Context: an optimization exercise on an open-source flow, tuned for small area, a short achievable clock period and few clock cycles. The choices shown serve that exercise and are no tape-out recipe.
RTL that was checked went through simulation tests only; none was proved equivalent to the original.
No functional check of the RTL was part of run 1.

==> flow/design.v, too long to show whole: its modules and the start of the top module <==
// module SNN: 1642 lines
module SNN(
	clk,
	rst_n,
	in_valid,
	img,
	ker,
	weight,
	out_valid,
	out_data
);
  // ...
==> flow/run.sh <==
#!/bin/bash
# synth_recipe.tcl (not shown) runs the flow's synth.tcl, then flattens the netlist and writes it again
# the make line also repeats each setting of config.mk as NAME=value (left out here)
make -C /OpenROAD-flow-scripts/flow DESIGN_CONFIG=/design/flow/config.mk WORK_HOME=/design/flow/orfs CLKGATE_MAP_FILE= SYNTH_SCRIPT=/design/flow/synth_recipe.tcl finish
==> flow/config.mk <==
export PLATFORM = sky130hd
export DESIGN_NAME = SNN
export DESIGN_NICKNAME = SNN
export VERILOG_FILES = /design/flow/design.v
export SDC_FILE = /design/flow/constraint.sdc
export NUM_CORES = 4
export LEC_CHECK = 0
export CAP_MARGIN = 20
export CORE_MARGIN = 2
export CORE_UTILIZATION = 40
export SLEW_MARGIN = 20
==> flow/constraint.sdc <==
create_clock -name core_clock -period 15.0 [get_ports {clk}]
set_input_delay 3.0000 -clock core_clock [delete_from_list [all_inputs] [get_ports {clk}]]
set_output_delay 3.0000 -clock core_clock [all_outputs]
set_load 0.01 [all_outputs]
==> results.ini, run 1 <==
[timing]
hold_violations=0
timing.fmax_mhz=183.0
fin_worst_skew_ps=54.23
slew_violations=0

[layout]
post-route-util_pct=44.46
clkCellAreaFrac_pct=5.224
synthToLayoutAreaGrowth_pct=10.73
layout-drive-gt1-share_pct=5.298
final_cell_mix=inv_1, fa_1, and2_1, dfxtp_1, ha_1
top_register=lb
multi_input_cells=2113
design_area_um2=43560
nNonClkInverters=732

[place]
hpwl_mm=72.14
dp.cells=4757
dpl_worst_slack_ps=9547

[clocking]
cts_tree=done
cts_buffers=61
cts.sinks=572
hold_buffers=0
clk_pin_slew_ps=70
cts_resized=0

[detailed_routing]
wirelength_mm=92.48
wl_per_cell_um=18.97
ant_nets=0
drcViolationCount=0

[setup_path]
crit_path_end_kind=flip-flop

[floorplanning]
die_h_um=317.6
nWellTaps=1287
rows=115
ios=38
initial_core_util_pct=40.15

[logic_synthesis]
yosys_warnings=5
yosys.area_share.adder_pct=38.35
synthTopCellsByArea=fa_1, dfxtp_1, edfxtp_1
syn-num-nets=4340
synth_async_sr_flop_share_pct=4.895
synth-simple-area-share_pct=12.32

[global_route]
grt_pass1_wl_mm=145.7
grt_pass1_vias=24944

[status]
status=complete, no violations

==> run 2, diff against run 1 <==
--- a/flow/design.v
+++ b/flow/design.v
@@ -12,48 +12,43 @@
 input rst_n;
 input in_valid;
 input [7:0] img;
 input [7:0] ker;
 input [7:0] weight;
 output reg out_valid;
 output reg [9:0] out_data;
 integer i;
-reg [2:0] col, row;
-reg       im;
-always @(posedge clk or negedge rst_n) begin
-	if(!rst_n) begin
-		col <= 0; row <= 0; im <= 0;
-	end
-	else if(in_valid) begin
-		if(col == 5) begin
-			col <= 0;
-			if(row == 5) begin
-				row <= 0;
-				im  <= ~im;
-			end
-			else row <= row + 1;
-		end
-		else col <= col + 1;
-	end
-end
 reg [7:0] px;
 reg       v1;
 reg [2:0] col1, row1;
 reg       im1;
 always @(posedge clk) begin
 	px <= img;
-	col1 <= col;
-	row1 <= row;
-	im1 <= im;
 end
 always @(posedge clk or negedge rst_n) begin
 	if(!rst_n) v1 <= 0;
 	else v1 <= in_valid;
 end
+always @(posedge clk or negedge rst_n) begin
+	if(!rst_n) begin
+		col1 <= 0; row1 <= 0; im1 <= 0;
+	end
+	else if(v1) begin
+		if(col1 == 5) begin
+			col1 <= 0;
+			if(row1 == 5) begin
+				row1 <= 0;
+				im1  <= ~im1;
+			end
+			else row1 <= row1 + 1;
+		end
+		else col1 <= col1 + 1;
+	end
+end
 reg [7:0] ker1, wt1;
 always @(posedge clk) begin
 	ker1 <= ker;
 	wt1 <= weight;
 end
 wire [3:0] kpos = row1[0] ? col1 + 6 : {1'b0, col1};
 wire kload = v1 && !im1 && row1[2:1] == 0;
 reg [7:0] k [0:8];
==> run 2 against run 1 <==
Effect of this change: still clean on timing, DRC and antenna; fmax increased by 2.5%; die area barely moved; sequential share of layout area down 0.37 points; register-to-register slack gained 130 ps; critical path depth is 1 higher; critical path type unchanged.
==> results.ini, run 2 <==
[global_route]
antenna_found_initial=3
grt_pass1_wl_mm=143.8  ; -1.3%
grt_max_degree=51
grt_pass1_vias=24736  ; -0.83%
grt_usage_pct=18.47
overflow=0

[clocking]
clk_pin_slew_ps=60  ; about the same
cts.sinks=565  ; -1.2%
cts_resized=0  ; unchanged
cts_max_level=3
hold_buffers=0  ; unchanged
cts_buffers=66  ; +8.2%
clockBufferDepth=3
cts_tree=done
post_cts_buffers=0
clk_latency_ps=650
root_buffer=clkbuf_16

[setup_path]
cp.arrival_ps=5870
crit_fanout=16
crit_path_end_kind=flip-flop
critPathBufInv=2
crit_family=adder cells
required_ps=15540
crit_top_cell=fa_1
crit_chain=and2_1 -> fa_1 -> inv_1 -> fa_1 -> fa_1 -> fa_1 -> fa_1 -> inv_1 -> ha_1 -> a21o_1 -> a21oi_1 -> nand2_1 -> o21a_1 -> a211o_1 -> a31o_1 -> a21oi_1 -> xnor2_1
critPathLaunchType=flip-flop
max_stage_delay_ps=630
critPathKind=flip-flop to flip-flop
cpMaxStageDelayCell=dfxtp_1

[logic_synthesis]
synthCells=3481
ys_seq_area_share_pct=33.74
syn_area_per_cell_um2=11.30
synth_async_sr_flop_share_pct=4.956  ; +0.061 points
yosysTopAreaCellShare_pct=30.23
netlist_area_um2=39340
synthTopCellsByArea=fa_1, dfxtp_1, edfxtp_1
synth_most_common_cell=inv_1
syn-num-nets=4360  ; +0.46%
synth_commonest_cells=inv_1, fa_1, and2_1
yosys_warnings=5  ; unchanged
ys_ff_latch=565
synth_edf_count=182
synth_cell_types=73
synthFlopType=dfxtp_1
yosysTopAreaCell=fa_1

[flow_run]
drv_cap=0

[status]
status=complete, no violations

[timing]
finalSetupViolCount=0
timing.fmax_mhz=187.6  ; +2.5%
tightest_slew_ps=955.4
period_minus_slack_ps=5331
slew_headroom_pct=36.31
slew_violations=0  ; unchanged
grt_setup_unrepaired=false
finalCritPeriodShare_pct=35.54
hold_violations=0  ; unchanged
fin_worst_skew_ps=51.35  ; -2.883 ps
setup_tns_ps=0

[place]
hpwl_mm=71.54  ; -0.84%
portBuffers=37
gp_congestion=0.8753
dp.cells=4773  ; +0.34%

[floorplanning]
ios=38  ; unchanged
rows=115  ; unchanged
die_h_um=317.6  ; about the same
fp.coreArea_um2=97990
dieWidth_um=317.6
initial_core_util_pct=40.15  ; about the same
die-area_um2=100900

[detailed_routing]
wl_per_cell_um=18.37  ; -3.1%
first_pass_iters=6
drtIter0Drc=1472
drcViolationCount=0  ; unchanged
wirelength_mm=89.95  ; -2.7%
detail_route.vias_per_cell=4.735
ant_nets=0  ; unchanged
route.vias.total=23179

[layout]
multiInputGateArea_um2=23140
fin_nets=4433
register_area_um2=13280
synthToLayoutAreaGrowth_pct=10.90
final_cell_mix=inv_1, fa_1, and2_1, dfxtp_1, ha_1
reg.largest.list=lb x88, k x72
largest_register_ffs=88
layout_commonest_cell=inv_1
top_register=lb
layout-drive-gt1-share_pct=4.824  ; -0.47 points
fin_cells=4895
nFillCells=9143

[worst_hold_path]
hold_class=flip-flop to flip-flop

==> run 2: worst reg2reg max path: stages (launching register included) <==
cell and delay [ps]:
dfxtp_1 630, and2_1 220, fa_1 410, inv_1 90, fa_1 440, fa_1 560
fa_1 450, fa_1 490, inv_1 40, ha_1 340, a21o_1 190, a21oi_1 240
nand2_1 90, o21a_1 230, a211o_1 290, a31o_1 200, a21oi_1 170, xnor2_1 130
==> run 2: worst paths after layout <==
kind                                  start                     to  slack, ps  cells after the start
hold reg to reg            lb[5][1]$_DFF_P_       lb[6][1]$_DFF_P_        320                      0
max in group asynchronous             rst_n         fa_a$_DFF_PN0_      12040                      1
hold / removal             lb[5][1]$_DFF_P_       lb[6][1]$_DFF_P_        320                      0
setup reg to reg             pbm[0]$_DFF_P_         s2[17]$_DFF_P_       9670                     17
setup / recovery             pbm[0]$_DFF_P_         s2[17]$_DFF_P_       9670                     17
min in group asynchronous             rst_n  out_data[8]$_DFF_PN0_       2420                      1
==> run 2: cell type report <==
class | instances | area share (%)
Sequential cell | 565 | 30.43
Clock buffer | 82 | 4.207
Clock inverter | 39 | 1.213
Timing Repair Buffer | 50 | 1.061
Inverter | 739 | 6.358
Multi-Input combinational cell | 2132 | 53.04
Tap cell | 1287 | 3.691
Antenna cell | 1 | 0.005736
==> run 2: logic make-up (layout without fill, tap and decap cells) <==
kind of cell | Yosys count | in the layout | share of synthesized area (%)
other cells | 0 | 1 | 0
flops | 565 | 565 | 33.74
fa+ha+maj | 852 | 852 | 38.43
buf+inv | 784 | 910 | 7.506
xor+xnor | 84 | 84 | 1.870
mux | 54 | 54 | 1.501
compound gates | 266 | 266 | 4.624
simple gates | 876 | 876 | 12.33
==> run 2: metrics by stage <==
stage	utilization (%)	worst slack, ps	hold WS, ps	cell area, um^2
after CTS	44.52	9597	321.6	43620
after floorplan	-	10080	309.6	39340
after global placement	42.10	9787	309.7	41260
after global routing	44.52	9339	325.3	43630
final	44.53	9669	319.8	43630
after detailed placement	42.10	9702	312.1	41260
==> run 2: per-layer routing <==
layer / track usage [%] / up-vias / routed length [um]
met3: 2.974 / 103 / 3895
met2: 28.66 / 403 / 39770
met5: 0 / - / 0
li1: - / 10895 / -
met4: 3.968 / 0 / 1577
met1: 27.29 / 11778 / 44700
Testbench counts of run 2, summed over its fixed seeds: cycles 24,648.
==> run 3, diff against run 2 <==
--- a/flow/config.mk
+++ b/flow/config.mk
@@ -7,5 +7,6 @@
 export LEC_CHECK = 0
 export CAP_MARGIN = 20
 export CORE_MARGIN = 2
-export CORE_UTILIZATION = 40
+export CORE_UTILIZATION = 65
+export CTS_BUF_LIST = sky130_fd_sc_hd__clkbuf_4 sky130_fd_sc_hd__clkbuf_8
 export SLEW_MARGIN = 20
==> run 3 against run 2 <==
Effect of this change: die area is 38% lower; still clean on timing, DRC and antenna; via count is 3.5% higher; first-iteration DRC count grew 9.2%; sequential share of layout area increased by 0.61 points.
==> results.ini, run 3 <==
[place]
gp_congestion=0.9324  ; +6.5%
hpwl_mm=72.10  ; +0.78%
portBuffers=37  ; unchanged
dpl-instance-area_um2=40590  ; -1.6%
dpl_worst_slack_ps=9652  ; -50.08 ps

[setup_path]
critPathLaunchType=flip-flop
crit_family=adder cells
crit_top_cell=fa_1
critPathKind=flip-flop to flip-flop
crit_path_end_kind=flip-flop
critPathBufInv=2  ; unchanged
crit_chain=and2_1 -> fa_1 -> inv_1 -> fa_1 -> fa_1 -> fa_1 -> fa_1 -> inv_1 -> ha_1 -> a21o_1 -> a21oi_1 -> nand2_1 -> o21a_1 -> a211o_1 -> a31o_1 -> a21oi_1 -> xnor2_1
cp.arrival_ps=6050  ; +180 ps
max_stage_delay_ps=700  ; +70 ps
crit_fanout=16  ; unchanged
required_ps=15620  ; +80 ps
cpMaxStageDelayCell=dfxtp_1

[floorplanning]
die-area_um2=62510  ; -38%
rows=90  ; -22%
fp.coreArea_um2=60130  ; -39%
initial_core_util_pct=65.42  ; +25 points
ios=38  ; unchanged
die_h_um=250.0  ; -21%
dieWidth_um=250.0  ; -21%

[timing]
finalCritPeriodShare_pct=36.19  ; +0.65 points
timing.fmax_mhz=184.2  ; -1.8%
period_minus_slack_ps=5428  ; +97.43 ps
hold_violations=0  ; unchanged
slew_violations=0  ; unchanged
setup_tns_ps=0  ; unchanged
tightest_slew_ps=1174  ; +218.6 ps
grt_setup_unrepaired=false
whs_ps=318.6  ; -1.201 ps
worst_slack_ps=9572  ; -97.43 ps
fin_worst_skew_ps=36.78  ; -14.57 ps
finalSetupViolCount=0  ; unchanged
slew_headroom_pct=21.74  ; -15 points

[logic_synthesis]
synth_cell_types=73  ; unchanged
yosysTopAreaCell=fa_1
synth_async_sr_flop_share_pct=4.956  ; unchanged
yosys_warnings=5  ; unchanged
synthTopCellsByArea=fa_1, dfxtp_1, edfxtp_1
netlist_area_um2=39340  ; unchanged
synthFlopType=dfxtp_1
ys_ff_latch=565  ; unchanged
synth_commonest_cells=inv_1, fa_1, and2_1
synth_edf_count=182  ; unchanged
syn-num-nets=4360  ; unchanged
synth_most_common_cell=inv_1
syn_area_per_cell_um2=11.30  ; unchanged
ys_seq_area_share_pct=33.74  ; unchanged
yosysTopAreaCellShare_pct=30.23  ; unchanged
synthCells=3481  ; unchanged

[clocking]
cts_buffers=94  ; +42%
clk_latency_ps=720  ; +70 ps
post_cts_buffers=0  ; unchanged
clockBufferDepth=3  ; unchanged
root_buffer=clkbuf_8
cts_resized=0  ; unchanged
cts_max_level=3  ; unchanged
cts_tree=done
clk_pin_slew_ps=60  ; about the same
cts.sinks=565  ; unchanged
hold_buffers=0  ; unchanged

[detailed_routing]
route.vias.total=23983  ; +3.5%
first_pass_iters=5  ; -1
wirelength_mm=91.64  ; +1.9%
wl_per_cell_um=20.64  ; +12%
drcViolationCount=0  ; unchanged
drtIter0Drc=1607  ; +9.2%
detail_route.vias_per_cell=5.402  ; +14%
ant_nets=0  ; unchanged

[layout]
layout_commonest_cell=inv_1
register_area_um2=13280  ; about the same
fin_nets=4456  ; +0.52%
top_register=lb
reg.largest.list=lb x88, k x72
design_area_um2=42770  ; -2.0%
largest_register_ffs=88  ; unchanged
synthToLayoutAreaGrowth_pct=8.730
final_cell_mix=inv_1, fa_1, and2_1, dfxtp_1, ha_1
multiInputGateArea_um2=23140  ; about the same
layout-drive-gt1-share_pct=6.289  ; +1.5 points
nFillCells=4335  ; -53%

[global_route]
grt_usage_pct=30.70  ; +12 points
grt_pass1_wl_mm=146.1  ; +1.6%
antenna_found_initial=3  ; unchanged
overflow=0  ; unchanged
grt_max_degree=51  ; unchanged
grt_pass1_vias=26267  ; +6.2%

[worst_hold_path]
hold_class=flip-flop to flip-flop

[flow_run]
drv_cap=0  ; unchanged

[status]
status=complete, no violations

==> run 3: cell counts after synthesis <==
No cell type changed its count.
==> run 3: worst paths after layout <==
kind	endpoint	startpoint	cells after the start	slack [ps]
max in group asynchronous	fa_a$_DFF_PN0_	rst_n	1	11900
min in group asynchronous	fb_cd$_DFF_PN0_	rst_n	1	2410
hold reg to reg	lb[7][7]$_DFF_P_	lb[6][7]$_DFF_P_	0	320
setup reg to reg	s2[17]$_DFF_P_	pbm[0]$_DFF_P_	17	9570
hold / removal	lb[7][7]$_DFF_P_	lb[6][7]$_DFF_P_	0	320
setup / recovery	s2[17]$_DFF_P_	pbm[0]$_DFF_P_	17	9570
==> run 3: layout make-up <==
cell class	instances	area share (%)
antenna	1	0.005850
inverter	739	6.485
clock buffer	138	4.104
clock inverter	38	0.9945
tap	782	2.287
sequential	565	31.04
timing repair buffer	45	0.9945
multi-input combinational	2132	54.09
==> run 3: worst reg2reg max path, stage by stage (launching register included) <==
cell	delay (ps)
dfxtp_1	700
and2_1	250
fa_1	420
inv_1	100
fa_1	450
fa_1	540
fa_1	430
fa_1	490
inv_1	50
ha_1	340
a21o_1	190
a21oi_1	240
nand2_1	80
o21a_1	220
a211o_1	290
a31o_1	220
a21oi_1	180
xnor2_1	140
==> run 3: layer usage <==
| layer | up-vias | track usage (%) | wire length (um) |
|---|---|---|---|
| li1 | 10945 | - | - |
| met1 | 12140 | 44.81 | 41950 |
| met3 | 141 | 6.008 | 6372 |
| met2 | 757 | 47.54 | 41280 |
| met4 | 0 | 8.469 | 2030 |
| met5 | - | 0 | 0 |
==> run 3: stage by stage <==
stage                     util (%)  instances
after floorplan                  -       3481
after global placement       67.50       4263
after detailed placement     67.50       4263
after CTS                    71.12       4439
after global routing         71.13       4440
final                        71.13       4440
==> run 3: kinds of logic after synthesis <==
kind of cell	count (synthesis)	synth area share, %
flops	565	33.74
xor+xnor	84	1.870
buf+inv	784	7.506
fa+ha+maj	852	38.43
mux	54	1.501
compound gates	266	4.624
simple gates	876	12.33

re-timing with driven ports:
The flow's constraints put no driver on any port. The routed layouts listed below were extracted and timed again, unchanged, in two steps. Step 1, drivers: a clkbuf_16 drives clk and a buf_2 each remaining input, both assumed. Step 2 times the ports against the registers' clock, not the clock port: input delays grow and output delays shrink by t, the midpoint of the rising clock arrivals with the driver on. Slacks: ideal / step 1 / step 2; pairs: ideal / step 1.
| run | shift t [ns] | slack for setup (ns) | cell pins on the clock port's net |
|---|---|---|---|
| run 1 | 0.716 | 9.535 / 9.535 / 9.535 | 1 |
| run 2 | 0.695 | 9.669 / 9.669 / 9.669 | 1 |
| run 3 | 0.764 | 9.572 / 9.572 / 9.572 | 1 |
After both steps every run listed still meets setup and hold.
